Source: an optimization exercise on an open RTL-to-GDS flow (aim: a short achievable clock period and few clock cycles). Production flows keep margins and buffers that such runs may drop.
The RTL was checked by simulation tests, not by an equivalence proof against the original design.
Power figures rest on the tool's default switching activity, not on a simulated workload.

==> run Y <==
==> flow/design.v <==
module luu_core(
	input wire        clk,
	input wire        rst,  
	output wire[31:0] imem_addr,  
	input wire[31:0]  imem_data,  
	output wire       dmem_en,  
	output wire       dmem_we,
	output wire[31:0] dmem_addr,
	output wire[31:0] dmem_wdata,
	input wire[31:0]  dmem_rdata  
);
	reg rst_q;
	always @(posedge clk) rst_q <= rst;
	reg [31:0] pc;
	wire       redirect;
	wire [31:0] redirect_pc;
	wire [31:0] fw = imem_data;
	wire [31:0] f_sx20 = {{12{fw[31]}}, fw[31:12]};
	wire        f_rs1z = (fw[11:7] == 5'd0);
	wire        f_isj  = (fw[2:0] == 3'b010) & ~fw[3];
	wire        f_isb  = (fw[2:0] == 3'b011);
	wire        f_back = (f_sx20 < pc);
	wire        f_pred = f_rs1z & (f_isj | (f_isb & ((fw[6:3] == 4'b1111) |
	                      ((fw[6:3] != 4'b0000) & f_back))));
	wire [31:0] pc_plus4 = pc + 32'd4;
	wire [31:0] next_pc = redirect ? redirect_pc : (f_pred ? f_sx20 : pc_plus4);
	reg [31:0] pc_n;
	always @(posedge clk) begin
		if (~rst) begin
			pc   <= 32'd0;
			pc_n <= 32'hFFFFFFFF;
		end else begin
			pc   <= next_pc;
			pc_n <= ~next_pc;
		end
	end
	assign imem_addr = ~pc_n;
	reg        d_valid;
	reg [31:0] d_ir;
	reg [31:0] d_pc;
	reg        d_pred;
	always @(posedge clk) begin
		if (~rst)
			d_valid <= 1'b0;
		else
			d_valid <= ~redirect;
		d_ir   <= fw;
		d_pc   <= pc;
		d_pred <= f_pred;
	end
	wire [2:0]  op   = d_ir[2:0];
	wire [3:0]  func = d_ir[6:3];
	wire [4:0]  rs1  = d_ir[11:7];
	wire [4:0]  rs2  = d_ir[16:12];
	wire [4:0]  rdf  = d_ir[21:17];
	wire [31:0] sx20 = {{12{d_ir[31]}}, d_ir[31:12]};
	wire [31:0] sx15 = {{17{d_ir[31]}}, d_ir[31:17]};
	wire [31:0] hi15 = {d_ir[31:17], 17'd0};
	wire i_imm  = (op == 3'b000) & (func[1:0] == 2'b00);
	wire i_imls = (op == 3'b000) & (func[1:0] == 2'b01);
	wire i_addi = (op == 3'b000) & (func[1:0] == 2'b11);
	wire i_cal  = (op == 3'b001);
	wire i_j    = (op == 3'b010) & ~func[0];
	wire i_link = (op == 3'b010) &  func[0];
	wire i_b    = (op == 3'b011);
	wire i_ld   = (op == 3'b100);
	wire i_st   = (op == 3'b101);
	reg [31:0] rf [1:31];
	reg        w_we;
	reg [4:0]  w_rd;
	reg [31:0] w_data;
	integer k;
	always @(posedge clk) begin
		if (~rst_q) begin
			for (k = 1; k < 32; k = k + 1) rf[k] <= 32'd0;
		end else if (w_we) begin
			rf[w_rd] <= w_data;
		end
	end
	wire [31:0] rf1 = (rs1 == 5'd0) ? 32'd0 : rf[rs1];
	wire [31:0] rf2 = (rs2 == 5'd0) ? 32'd0 : rf[rs2];
	reg         e_valid, e_wen, e_ld;
	reg  [4:0]  e_rd;
	wire [31:0] res;
	wire        e_wr = e_valid & e_wen;      
	wire be1 = e_wr & (e_rd == rs1);
	wire be2 = e_wr & (e_rd == rs2);
	wire bw1 = w_we & (w_rd == rs1);
	wire bw2 = w_we & (w_rd == rs2);
	wire [31:0] r1_early = (be1 & e_ld) ? dmem_rdata : bw1 ? w_data : rf1;
	wire [31:0] r2_early = (be2 & e_ld) ? dmem_rdata : bw2 ? w_data : rf2;
	wire ba1 = be1 & ~e_ld;
	wire ba2 = be2 & ~e_ld;
	wire [31:0] r1 = ba1 ? res : r1_early;
	wire [31:0] r2 = ba2 ? res : r2_early;
	wire a_pc   = i_link;
	wire a_zero = i_imm | ~(i_imls | i_addi | i_cal | i_j | i_link | i_b | i_ld | i_st);
	wire [31:0] a_other = a_pc ? d_pc : (a_zero ? 32'd0 : r1_early);
	wire        a_res   = ba1 & ~a_pc & ~a_zero;
	wire [31:0] d_a = a_res ? res : a_other;
	wire b_reg  = i_cal | i_ld;
	wire b_20   = i_imm | i_j | i_link | i_b;
	wire b_15   = i_addi | i_st;
	wire b_hi   = i_imls;
	wire [31:0] d_bimm = b_20 ? sx20 : b_15 ? sx15 : b_hi ? hi15 : 32'd0;
	wire d_sub = i_cal & (func == 4'b0001);
	wire [31:0] b_other = b_reg ? (r2_early ^ {32{d_sub}}) : d_bimm;
	wire        b_res   = ba2 & b_reg;
	wire [31:0] d_b = b_res ? (res ^ {32{d_sub}}) : b_other;
	wire s_sum  = ~i_cal | (func == 4'b0000) | (func == 4'b0001);
	wire s_shr  = i_cal & ((func == 4'b0100) | (func == 4'b1001));
	wire s_shl  = i_cal & (func == 4'b0101);
	wire s_and  = i_cal & (func == 4'b0110);
	wire s_or   = i_cal & (func == 4'b0111);
	wire s_not  = i_cal & (func == 4'b1000);
	wire s_xor  = i_cal & (func == 4'b1010);
	wire s_land = i_cal & (func == 4'b1011);
	wire s_lor  = i_cal & (func == 4'b1100);
	wire s_lnot = i_cal & (func == 4'b1101);
	wire s_def  = i_cal & ((func == 4'b0010) | (func == 4'b0011) |
	                       (func == 4'b1110) | (func == 4'b1111));
	wire d_wen = i_imm | i_imls | i_addi | i_cal | i_link | i_ld | (i_st & func[0]);
	wire [4:0] d_rd = (i_imm | i_imls | i_link | i_st) ? rs1 : i_addi ? rs2 : rdf;
	reg [31:0] e_a, e_b, e_pc;
	reg [31:0] m_addr, m_wdata;
	reg        e_sub, e_j, e_b_, e_pred;
	reg [3:0]  e_cond;
	reg        e_men, e_mwe;
	reg        e_s_sum, e_s_shr, e_s_shl, e_s_and, e_s_or, e_s_not, e_s_xor,
	           e_s_land, e_s_lor, e_s_lnot, e_s_def;
	wire d_go = d_valid & ~redirect;
	always @(posedge clk) begin
		if (~rst) begin
			e_valid <= 1'b0;
			e_men   <= 1'b0;
			e_mwe   <= 1'b0;
		end else begin
			e_valid <= d_go;
			e_men   <= d_go & (i_ld | i_st);
			e_mwe   <= d_go & i_st;
		end
		e_a     <= d_a;
		e_b     <= d_b;
		m_addr  <= r1;
		m_wdata <= r2;
		e_pc    <= d_pc;
		e_sub   <= d_sub;
		e_wen   <= d_wen & (d_rd != 5'd0);
		e_rd    <= d_rd;
		e_ld    <= i_ld;
		e_j     <= i_j;
		e_b_    <= i_b;
		e_cond  <= func;
		e_pred  <= d_pred;
		e_s_sum <= s_sum; e_s_shr <= s_shr; e_s_shl <= s_shl; e_s_and <= s_and;
		e_s_or <= s_or; e_s_not <= s_not; e_s_xor <= s_xor; e_s_land <= s_land;
		e_s_lor <= s_lor; e_s_lnot <= s_lnot; e_s_def <= s_def;
	end
	wire [31:0] sum;
	wire        cout;
	wire [33:0] sum34 = {1'b0, e_a, 1'b1} + {1'b0, e_b, e_sub};
	assign sum  = sum34[32:1];
	assign cout = sum34[33];
	wire        big = |e_b[31:5];
	wire [31:0] shr = big ? 32'd0 : (e_a >> e_b[4:0]);
	wire [31:0] shl = big ? 32'd0 : (e_a << e_b[4:0]);
	wire a_nz = |e_a;
	wire b_nz = |e_b;
	wire [31:0] other =
		({32{e_s_shr}}  & shr) |
		({32{e_s_shl}}  & shl) |
		({32{e_s_and}}  & (e_a & e_b)) |
		({32{e_s_or}}   & (e_a | e_b)) |
		({32{e_s_not}}  & ~e_a) |
		({32{e_s_xor}}  & (e_a ^ e_b)) |
		{31'd0, e_s_land & a_nz & b_nz} |
		{31'd0, e_s_lor & (a_nz | b_nz)} |
		{31'd0, e_s_lnot & ~a_nz} |
		{e_s_def, 31'd0};
	assign res = e_s_sum ? sum : other;
	wire bz_sub  = &e_b;                               
	wire bp31    = e_sub ? (e_b[31] ^ (&e_b[30:0])) : e_b[31];
	wire c_now   = cout & ~(e_sub & bz_sub);
	wire v_now   = (e_a[31] == bp31) & (res[31] != e_a[31]);
	reg [31:0] fr;
	reg        fc, fv;
	wire fN = fr[31];
	wire fZ = (fr == 32'd0);
	wire fC = fc;
	wire fV = fv;
	reg cond_ok;
	always @(*) begin
		case (e_cond)
			4'b0000: cond_ok = 1'b0;
			4'b0001: cond_ok = ~fZ;
			4'b0010: cond_ok = fC;
			4'b0011: cond_ok = ~fC;
			4'b0100: cond_ok = fN;
			4'b0101: cond_ok = ~fN;
			4'b0110: cond_ok = fV;
			4'b0111: cond_ok = ~fV;
			4'b1000: cond_ok = fC & ~fZ;
			4'b1001: cond_ok = ~(fC & ~fZ);
			4'b1010: cond_ok = (fN == fV);
			4'b1011: cond_ok = (fN != fV);
			4'b1100: cond_ok = ~fZ & (fN == fV);
			4'b1101: cond_ok = fZ | (fN != fV);
			4'b1110: cond_ok = fZ;
			default: cond_ok = 1'b1;
		endcase
	end
	wire taken = e_j | (e_b_ & cond_ok);
	assign redirect = e_valid & (taken != e_pred);
	assign redirect_pc = taken ? sum : (e_pc + 32'd4);
	always @(posedge clk) begin
		if (~rst) begin
			fr <= 32'd0;
			fc <= 1'b0;
			fv <= 1'b0;
		end else if (e_valid) begin
			fr <= taken ? 32'd0 : res;
			fc <= ~taken & c_now;
			fv <= ~taken & v_now;
		end
	end
	always @(posedge clk) begin
		if (~rst)
			w_we <= 1'b0;
		else
			w_we <= e_wr;
		w_rd   <= e_rd;
		w_data <= e_ld ? dmem_rdata : res;
	end
	assign dmem_en    = e_men;
	assign dmem_we    = e_mwe;
	assign dmem_addr  = m_addr;
	assign dmem_wdata = m_wdata;
endmodule
==> flow/run.sh <==
#!/bin/bash
# synth_recipe.tcl (not shown) runs the flow's synth.tcl, then flattens the netlist and writes it again
# the make line also repeats each setting of config.mk as NAME=value (left out here)
make -C /OpenROAD-flow-scripts/flow DESIGN_CONFIG=/design/flow/config.mk WORK_HOME=/design/flow/orfs CLKGATE_MAP_FILE= SYNTH_SCRIPT=/design/flow/synth_recipe.tcl finish
==> flow/config.mk <==
export PLATFORM = sky130hd
export DESIGN_NAME = luu_core
export DESIGN_NICKNAME = luu_core
export VERILOG_FILES = /design/flow/design.v
export SDC_FILE = /design/flow/constraint.sdc
export NUM_CORES = 4
export LEC_CHECK = 0
export ABC_CLOCK_PERIOD_IN_PS = 2000
export CAP_MARGIN = 20
export CORE_MARGIN = 2
export CORE_UTILIZATION = 40
export SETUP_SLACK_MARGIN = 4.5
export SLEW_MARGIN = 20
==> flow/constraint.sdc <==
create_clock -name core_clock -period 7.0 [get_ports {clk}]
set_input_delay 1.4000 -clock core_clock [delete_from_list [all_inputs] [get_ports {clk}]]
set_output_delay 1.4000 -clock core_clock [all_outputs]
set_load 0.01 [all_outputs]
==> inputs of run G, as changes to run Y <==
==> flow/design.v, changed modules only <==
module luu_core(
	input wire        clk,
	input wire        rst,  
	output wire[31:0] imem_addr,  
	input wire[31:0]  imem_data,  
	output wire       dmem_en,  
	output wire       dmem_we,
	output wire[31:0] dmem_addr,
	output wire[31:0] dmem_wdata,
	input wire[31:0]  dmem_rdata  
);
	reg rst_q;
	always @(posedge clk) rst_q <= rst;
	reg [31:0] pc;
	wire       redirect;
	wire [31:0] redirect_pc;
	wire [31:0] fw = imem_data;
	wire [31:0] f_sx20 = {{12{fw[31]}}, fw[31:12]};
	wire        f_rs1z = (fw[11:7] == 5'd0);
	wire        f_isj  = (fw[2:0] == 3'b010) & ~fw[3];
	wire        f_isb  = (fw[2:0] == 3'b011);
	wire        f_back = (f_sx20 < pc);
	wire        f_pred = f_rs1z & (f_isj | (f_isb & ((fw[6:3] == 4'b1111) |
	                      ((fw[6:3] != 4'b0000) & f_back))));
	wire [31:0] pc_plus4 = pc + 32'd4;
	always @(posedge clk) begin
		if (~rst)
			pc <= 32'd0;
		else if (redirect)
			pc <= redirect_pc;
		else if (f_pred)
			pc <= f_sx20;
		else
			pc <= pc_plus4;
	end
	assign imem_addr = pc;
	reg        d_valid;
	reg [31:0] d_ir;
	reg [31:0] d_pc;
	reg        d_pred;
	always @(posedge clk) begin
		if (~rst)
			d_valid <= 1'b0;
		else
			d_valid <= ~redirect;
		d_ir   <= fw;
		d_pc   <= pc;
		d_pred <= f_pred;
	end
	wire [2:0]  op   = d_ir[2:0];
	wire [3:0]  func = d_ir[6:3];
	wire [4:0]  rs1  = d_ir[11:7];
	wire [4:0]  rs2  = d_ir[16:12];
	wire [4:0]  rdf  = d_ir[21:17];
	wire [31:0] sx20 = {{12{d_ir[31]}}, d_ir[31:12]};
	wire [31:0] sx15 = {{17{d_ir[31]}}, d_ir[31:17]};
	wire [31:0] hi15 = {d_ir[31:17], 17'd0};
	wire i_imm  = (op == 3'b000) & (func[1:0] == 2'b00);
	wire i_imls = (op == 3'b000) & (func[1:0] == 2'b01);
	wire i_addi = (op == 3'b000) & (func[1:0] == 2'b11);
	wire i_cal  = (op == 3'b001);
	wire i_j    = (op == 3'b010) & ~func[0];
	wire i_link = (op == 3'b010) &  func[0];
	wire i_b    = (op == 3'b011);
	wire i_ld   = (op == 3'b100);
	wire i_st   = (op == 3'b101);
	reg [31:0] rf [1:31];
	wire [31:0] e_wb;
	wire        e_rf_we;
	reg  [4:0]  e_rd;
	wire [31:0] rf1 = (rs1 == 5'd0) ? 32'd0 : rf[rs1];
	wire [31:0] rf2 = (rs2 == 5'd0) ? 32'd0 : rf[rs2];
	wire byp1 = e_rf_we & (e_rd == rs1) & (rs1 != 5'd0);
	wire byp2 = e_rf_we & (e_rd == rs2) & (rs2 != 5'd0);
	wire [31:0] r1 = byp1 ? e_wb : rf1;
	wire [31:0] r2 = byp2 ? e_wb : rf2;
	integer k;
	always @(posedge clk) begin
		if (~rst_q) begin
			for (k = 1; k < 32; k = k + 1) rf[k] <= 32'd0;
		end else if (e_rf_we & (e_rd != 5'd0)) begin
			rf[e_rd] <= e_wb;
		end
	end
	wire a_pc   = i_link;
	wire a_zero = i_imm | ~(i_imls | i_addi | i_cal | i_j | i_link | i_b | i_ld | i_st);
	wire [31:0] d_a = a_pc ? d_pc : (a_zero ? 32'd0 : r1);
	wire b_reg  = i_cal | i_ld;
	wire b_20   = i_imm | i_j | i_link | i_b;
	wire b_15   = i_addi | i_st;
	wire b_hi   = i_imls;
	wire [31:0] d_bimm = b_20 ? sx20 : b_15 ? sx15 : b_hi ? hi15 : 32'd0;
	wire d_sub = i_cal & (func == 4'b0001);
	wire [31:0] d_b = b_reg ? (d_sub ? ~r2 : r2) : d_bimm;
	wire s_sum  = ~i_cal | (func == 4'b0000) | (func == 4'b0001);
	wire s_shr  = i_cal & ((func == 4'b0100) | (func == 4'b1001));
	wire s_shl  = i_cal & (func == 4'b0101);
	wire s_and  = i_cal & (func == 4'b0110);
	wire s_or   = i_cal & (func == 4'b0111);
	wire s_not  = i_cal & (func == 4'b1000);
	wire s_xor  = i_cal & (func == 4'b1010);
	wire s_land = i_cal & (func == 4'b1011);
	wire s_lor  = i_cal & (func == 4'b1100);
	wire s_lnot = i_cal & (func == 4'b1101);
	wire s_def  = i_cal & ((func == 4'b0010) | (func == 4'b0011) |
	                       (func == 4'b1110) | (func == 4'b1111));
	wire d_wen = i_imm | i_imls | i_addi | i_cal | i_link | i_ld | (i_st & func[0]);
	wire [4:0] d_rd = (i_imm | i_imls | i_link | i_st) ? rs1 : i_addi ? rs2 : rdf;
	reg        e_valid;
	reg [31:0] e_a, e_b, e_sd, e_pc;
	reg        e_sub, e_wen, e_ld, e_j, e_b_, e_pred;
	reg [3:0]  e_cond;
	reg        e_men, e_mwe;
	reg        e_s_sum, e_s_shr, e_s_shl, e_s_and, e_s_or, e_s_not, e_s_xor,
	           e_s_land, e_s_lor, e_s_lnot, e_s_def;
	wire d_go = d_valid & ~redirect;
	always @(posedge clk) begin
		if (~rst) begin
			e_valid <= 1'b0;
			e_men   <= 1'b0;
			e_mwe   <= 1'b0;
		end else begin
			e_valid <= d_go;
			e_men   <= d_go & (i_ld | i_st);
			e_mwe   <= d_go & i_st;
		end
		e_a    <= d_a;
		e_b    <= d_b;
		e_sd   <= r2;
		e_pc   <= d_pc;
		e_sub  <= d_sub;
		e_wen  <= d_wen;
		e_rd   <= d_rd;
		e_ld   <= i_ld;
		e_j    <= i_j;
		e_b_   <= i_b;
		e_cond <= func;
		e_pred <= d_pred;
		e_s_sum <= s_sum; e_s_shr <= s_shr; e_s_shl <= s_shl; e_s_and <= s_and;
		e_s_or <= s_or; e_s_not <= s_not; e_s_xor <= s_xor; e_s_land <= s_land;
		e_s_lor <= s_lor; e_s_lnot <= s_lnot; e_s_def <= s_def;
	end
	wire [32:0] sum = {1'b0, e_a} + {1'b0, e_b} + {32'd0, e_sub};
	wire [31:0] b_true = e_sub ? ~e_b : e_b;        
	wire        big = |e_b[31:5];
	wire [31:0] shr = big ? 32'd0 : (e_a >> e_b[4:0]);
	wire [31:0] shl = big ? 32'd0 : (e_a << e_b[4:0]);
	wire a_nz = |e_a;
	wire b_nz = |e_b;
	wire [31:0] res =
		({32{e_s_sum}}  & sum[31:0]) |
		({32{e_s_shr}}  & shr) |
		({32{e_s_shl}}  & shl) |
		({32{e_s_and}}  & (e_a & e_b)) |
		({32{e_s_or}}   & (e_a | e_b)) |
		({32{e_s_not}}  & ~e_a) |
		({32{e_s_xor}}  & (e_a ^ e_b)) |
		{31'd0, e_s_land & a_nz & b_nz} |
		{31'd0, e_s_lor & (a_nz | b_nz)} |
		{31'd0, e_s_lnot & ~a_nz} |
		{e_s_def, 31'd0};
	wire bz_sub  = &e_b;                               
	wire bp31    = e_sub ? (e_b[31] ^ (&e_b[30:0])) : e_b[31];
	wire c_now   = sum[32] & ~(e_sub & bz_sub);
	wire v_now   = (e_a[31] == bp31) & (res[31] != e_a[31]);
	reg [31:0] fr;
	reg        fc, fv;
	wire fN = fr[31];
	wire fZ = (fr == 32'd0);
	wire fC = fc;
	wire fV = fv;
	reg cond_ok;
	always @(*) begin
		case (e_cond)
			4'b0000: cond_ok = 1'b0;
			4'b0001: cond_ok = ~fZ;
			4'b0010: cond_ok = fC;
			4'b0011: cond_ok = ~fC;
			4'b0100: cond_ok = fN;
			4'b0101: cond_ok = ~fN;
			4'b0110: cond_ok = fV;
			4'b0111: cond_ok = ~fV;
			4'b1000: cond_ok = fC & ~fZ;
			4'b1001: cond_ok = ~(fC & ~fZ);
			4'b1010: cond_ok = (fN == fV);
			4'b1011: cond_ok = (fN != fV);
			4'b1100: cond_ok = ~fZ & (fN == fV);
			4'b1101: cond_ok = fZ | (fN != fV);
			4'b1110: cond_ok = fZ;
			default: cond_ok = 1'b1;
		endcase
	end
	wire taken = e_j | (e_b_ & cond_ok);
	assign redirect = e_valid & (taken != e_pred);
	assign redirect_pc = taken ? sum[31:0] : (e_pc + 32'd4);
	always @(posedge clk) begin
		if (~rst) begin
			fr <= 32'd0;
			fc <= 1'b0;
			fv <= 1'b0;
		end else if (e_valid) begin
			fr <= taken ? 32'd0 : res;
			fc <= ~taken & c_now;
			fv <= ~taken & v_now;
		end
	end
	assign e_wb    = e_ld ? dmem_rdata : res;
	assign e_rf_we = e_valid & e_wen;
	assign dmem_en    = e_men;
	assign dmem_we    = e_mwe;
	assign dmem_addr  = e_a;
	assign dmem_wdata = e_sd;
endmodule
==> inputs of run K, as changes to run Y <==
==> flow/design.v, changed modules only <==
module luu_core(
	input wire        clk,
	input wire        rst,  
	output wire[31:0] imem_addr,  
	input wire[31:0]  imem_data,  
	output wire       dmem_en,  
	output wire       dmem_we,
	output wire[31:0] dmem_addr,
	output wire[31:0] dmem_wdata,
	input wire[31:0]  dmem_rdata  
);
	reg rst_q;
	always @(posedge clk) rst_q <= rst;
	reg [31:0] pc;
	wire       redirect;
	wire [31:0] redirect_pc;
	wire [31:0] fw = imem_data;
	wire [31:0] f_sx20 = {{12{fw[31]}}, fw[31:12]};
	wire        f_rs1z = (fw[11:7] == 5'd0);
	wire        f_isj  = (fw[2:0] == 3'b010) & ~fw[3];
	wire        f_isb  = (fw[2:0] == 3'b011);
	wire        f_back = (f_sx20 < pc);
	wire        f_pred = f_rs1z & (f_isj | (f_isb & ((fw[6:3] == 4'b1111) |
	                      ((fw[6:3] != 4'b0000) & f_back))));
	wire [31:0] pc_plus4 = pc + 32'd4;
	always @(posedge clk) begin
		if (~rst)
			pc <= 32'd0;
		else if (redirect)
			pc <= redirect_pc;
		else if (f_pred)
			pc <= f_sx20;
		else
			pc <= pc_plus4;
	end
	assign imem_addr = pc;
	reg        d_valid;
	reg [31:0] d_ir;
	reg [31:0] d_pc;
	reg        d_pred;
	always @(posedge clk) begin
		if (~rst)
			d_valid <= 1'b0;
		else
			d_valid <= ~redirect;
		d_ir   <= fw;
		d_pc   <= pc;
		d_pred <= f_pred;
	end
	wire [2:0]  op   = d_ir[2:0];
	wire [3:0]  func = d_ir[6:3];
	wire [4:0]  rs1  = d_ir[11:7];
	wire [4:0]  rs2  = d_ir[16:12];
	wire [4:0]  rdf  = d_ir[21:17];
	wire [31:0] sx20 = {{12{d_ir[31]}}, d_ir[31:12]};
	wire [31:0] sx15 = {{17{d_ir[31]}}, d_ir[31:17]};
	wire [31:0] hi15 = {d_ir[31:17], 17'd0};
	wire i_imm  = (op == 3'b000) & (func[1:0] == 2'b00);
	wire i_imls = (op == 3'b000) & (func[1:0] == 2'b01);
	wire i_addi = (op == 3'b000) & (func[1:0] == 2'b11);
	wire i_cal  = (op == 3'b001);
	wire i_j    = (op == 3'b010) & ~func[0];
	wire i_link = (op == 3'b010) &  func[0];
	wire i_b    = (op == 3'b011);
	wire i_ld   = (op == 3'b100);
	wire i_st   = (op == 3'b101);
	reg [31:0] rf [1:31];
	wire [31:0] e_wb;
	wire        e_rf_we;
	reg  [4:0]  e_rd;
	wire [31:0] rf1 = (rs1 == 5'd0) ? 32'd0 : rf[rs1];
	wire [31:0] rf2 = (rs2 == 5'd0) ? 32'd0 : rf[rs2];
	wire byp1 = e_rf_we & (e_rd == rs1) & (rs1 != 5'd0);
	wire byp2 = e_rf_we & (e_rd == rs2) & (rs2 != 5'd0);
	wire [31:0] r1 = byp1 ? e_wb : rf1;
	wire [31:0] r2 = byp2 ? e_wb : rf2;
	integer k;
	always @(posedge clk) begin
		if (~rst_q) begin
			for (k = 1; k < 32; k = k + 1) rf[k] <= 32'd0;
		end else if (e_rf_we & (e_rd != 5'd0)) begin
			rf[e_rd] <= e_wb;
		end
	end
	wire a_pc   = i_link;
	wire a_zero = i_imm | ~(i_imls | i_addi | i_cal | i_j | i_link | i_b | i_ld | i_st);
	wire [31:0] d_a = a_pc ? d_pc : (a_zero ? 32'd0 : r1);
	wire b_reg  = i_cal | i_ld;
	wire b_20   = i_imm | i_j | i_link | i_b;
	wire b_15   = i_addi | i_st;
	wire b_hi   = i_imls;
	wire [31:0] d_bimm = b_20 ? sx20 : b_15 ? sx15 : b_hi ? hi15 : 32'd0;
	wire d_sub = i_cal & (func == 4'b0001);
	wire [31:0] d_b = b_reg ? (d_sub ? ~r2 : r2) : d_bimm;
	wire s_sum  = ~i_cal | (func == 4'b0000) | (func == 4'b0001);
	wire s_shr  = i_cal & ((func == 4'b0100) | (func == 4'b1001));
	wire s_shl  = i_cal & (func == 4'b0101);
	wire s_and  = i_cal & (func == 4'b0110);
	wire s_or   = i_cal & (func == 4'b0111);
	wire s_not  = i_cal & (func == 4'b1000);
	wire s_xor  = i_cal & (func == 4'b1010);
	wire s_land = i_cal & (func == 4'b1011);
	wire s_lor  = i_cal & (func == 4'b1100);
	wire s_lnot = i_cal & (func == 4'b1101);
	wire s_def  = i_cal & ((func == 4'b0010) | (func == 4'b0011) |
	                       (func == 4'b1110) | (func == 4'b1111));
	wire d_wen = i_imm | i_imls | i_addi | i_cal | i_link | i_ld | (i_st & func[0]);
	wire [4:0] d_rd = (i_imm | i_imls | i_link | i_st) ? rs1 : i_addi ? rs2 : rdf;
	reg        e_valid;
	reg [31:0] e_a, e_b, e_sd, e_pc;
	reg        e_sub, e_wen, e_ld, e_j, e_b_, e_pred;
	reg [3:0]  e_cond;
	reg        e_men, e_mwe;
	reg        e_s_sum, e_s_shr, e_s_shl, e_s_and, e_s_or, e_s_not, e_s_xor,
	           e_s_land, e_s_lor, e_s_lnot, e_s_def;
	wire d_go = d_valid & ~redirect;
	always @(posedge clk) begin
		if (~rst) begin
			e_valid <= 1'b0;
			e_men   <= 1'b0;
			e_mwe   <= 1'b0;
		end else begin
			e_valid <= d_go;
			e_men   <= d_go & (i_ld | i_st);
			e_mwe   <= d_go & i_st;
		end
		e_a    <= d_a;
		e_b    <= d_b;
		e_sd   <= r2;
		e_pc   <= d_pc;
		e_sub  <= d_sub;
		e_wen  <= d_wen;
		e_rd   <= d_rd;
		e_ld   <= i_ld;
		e_j    <= i_j;
		e_b_   <= i_b;
		e_cond <= func;
		e_pred <= d_pred;
		e_s_sum <= s_sum; e_s_shr <= s_shr; e_s_shl <= s_shl; e_s_and <= s_and;
		e_s_or <= s_or; e_s_not <= s_not; e_s_xor <= s_xor; e_s_land <= s_land;
		e_s_lor <= s_lor; e_s_lnot <= s_lnot; e_s_def <= s_def;
	end
	wire [32:0] sum = {1'b0, e_a} + {1'b0, e_b} + {32'd0, e_sub};
	wire [31:0] b_true = e_sub ? ~e_b : e_b;        
	wire        big = |e_b[31:5];
	wire [31:0] shr = big ? 32'd0 : (e_a >> e_b[4:0]);
	wire [31:0] shl = big ? 32'd0 : (e_a << e_b[4:0]);
	wire a_nz = |e_a;
	wire b_nz = |e_b;
	wire [31:0] res =
		({32{e_s_sum}}  & sum[31:0]) |
		({32{e_s_shr}}  & shr) |
		({32{e_s_shl}}  & shl) |
		({32{e_s_and}}  & (e_a & e_b)) |
		({32{e_s_or}}   & (e_a | e_b)) |
		({32{e_s_not}}  & ~e_a) |
		({32{e_s_xor}}  & (e_a ^ e_b)) |
		{31'd0, e_s_land & a_nz & b_nz} |
		{31'd0, e_s_lor & (a_nz | b_nz)} |
		{31'd0, e_s_lnot & ~a_nz} |
		{e_s_def, 31'd0};
	wire bz_sub  = &e_b;                               
	wire bp31    = e_sub ? (e_b[31] ^ (&e_b[30:0])) : e_b[31];
	wire c_now   = sum[32] & ~(e_sub & bz_sub);
	wire v_now   = (e_a[31] == bp31) & (res[31] != e_a[31]);
	reg [31:0] fr;
	reg        fc, fv;
	wire fN = fr[31];
	wire fZ = (fr == 32'd0);
	wire fC = fc;
	wire fV = fv;
	reg cond_ok;
	always @(*) begin
		case (e_cond)
			4'b0000: cond_ok = 1'b0;
			4'b0001: cond_ok = ~fZ;
			4'b0010: cond_ok = fC;
			4'b0011: cond_ok = ~fC;
			4'b0100: cond_ok = fN;
			4'b0101: cond_ok = ~fN;
			4'b0110: cond_ok = fV;
			4'b0111: cond_ok = ~fV;
			4'b1000: cond_ok = fC & ~fZ;
			4'b1001: cond_ok = ~(fC & ~fZ);
			4'b1010: cond_ok = (fN == fV);
			4'b1011: cond_ok = (fN != fV);
			4'b1100: cond_ok = ~fZ & (fN == fV);
			4'b1101: cond_ok = fZ | (fN != fV);
			4'b1110: cond_ok = fZ;
			default: cond_ok = 1'b1;
		endcase
	end
	wire taken = e_j | (e_b_ & cond_ok);
	assign redirect = e_valid & (taken != e_pred);
	assign redirect_pc = taken ? sum[31:0] : (e_pc + 32'd4);
	always @(posedge clk) begin
		if (~rst) begin
			fr <= 32'd0;
			fc <= 1'b0;
			fv <= 1'b0;
		end else if (e_valid) begin
			fr <= taken ? 32'd0 : res;
			fc <= ~taken & c_now;
			fv <= ~taken & v_now;
		end
	end
	assign e_wb    = e_ld ? dmem_rdata : res;
	assign e_rf_we = e_valid & e_wen;
	assign dmem_en    = e_men;
	assign dmem_we    = e_mwe;
	assign dmem_addr  = e_a;
	assign dmem_wdata = e_sd;
endmodule
ABC_CLOCK_PERIOD_IN_PS = not set   (was 2000)
SETUP_SLACK_MARGIN = not set   (was 4.5)
==> run notes <==
Final cell count: run Y > run G > run K. In run Y the sequential power is larger than in run K, by about 8%. Core utilization: run K < run Y < run G. The lowest register-to-register slack belongs to run K, the highest to run Y.
==> figures <==
                                                                          run Y           run G           run K
Power of the clock network                                              8310 uW         7870 uW         7760 uW
Sequential cell count of the final layout                                 1,416           1,314           1,314
Storage cell area                                                    0.0390 mm2      0.0370 mm2      0.0366 mm2
Required time of the critical path                                      7.74 ns         7.68 ns         7.64 ns
Share of the synthesized area in compound gates (AO/OA/AOI/OAI)           9.19%           7.42%           7.42%
Fmax                                                                  0.281 GHz       0.273 GHz       0.192 GHz
Portion of total power attributed to sequential cells                     38.8%           35.3%           43.9%
Outcome                                                timing/DRC/antenna clean  timing/DRC/antenna clean  timing/DRC/antenna clean
Launch instance of the worst register-to-register path           e_b[1]$_DFF_P_  e_b[0]$_DFF_P_  e_b[0]$_DFF_P_
Combined area of all synthesized cells                               0.0784 mm2      0.0718 mm2      0.0718 mm2
Testbench counts of run Y, summed over its fixed seeds: cycles 78,198.
Testbench counts of run G, summed over its fixed seeds: cycles 78,198.
Testbench counts of run K, summed over its fixed seeds: cycles 78,198.

[port drivers added, routing unchanged]
No port has a modelled driver above. Below, the same layouts with a new extraction and two added sets of constraints. Step 1, drivers: a clkbuf_16 drives clk and a buf_2 each remaining input, both assumed. Step 2 times the ports against the registers' clock, not the clock port: input delays grow and output delays shrink by t, the midpoint of the rising clock arrivals with the driver on. Three values: ideal ports, drivers, drivers and shift; two values: the first two.
run	shift t [ns]	setup slack, ns	hold WS [ns]	clock arrival spread, ns
run Y	0.931	3.446 / 3.446 / 3.020	0.328 / 0.328 / 0.328	0.084 / 0.083
run G	0.887	3.337 / 3.345 / 2.471	0.332 / 0.332 / 0.332	0.049 / 0.049
run K	0.874	1.785 / 1.785 / 1.732	0.329 / 0.329 / 0.329	0.032 / 0.032
After both steps setup and hold are still met in every run listed. The setup slack of run G, which loses most, moves by +0.008 ns with the drivers and by -0.866 ns with both steps.
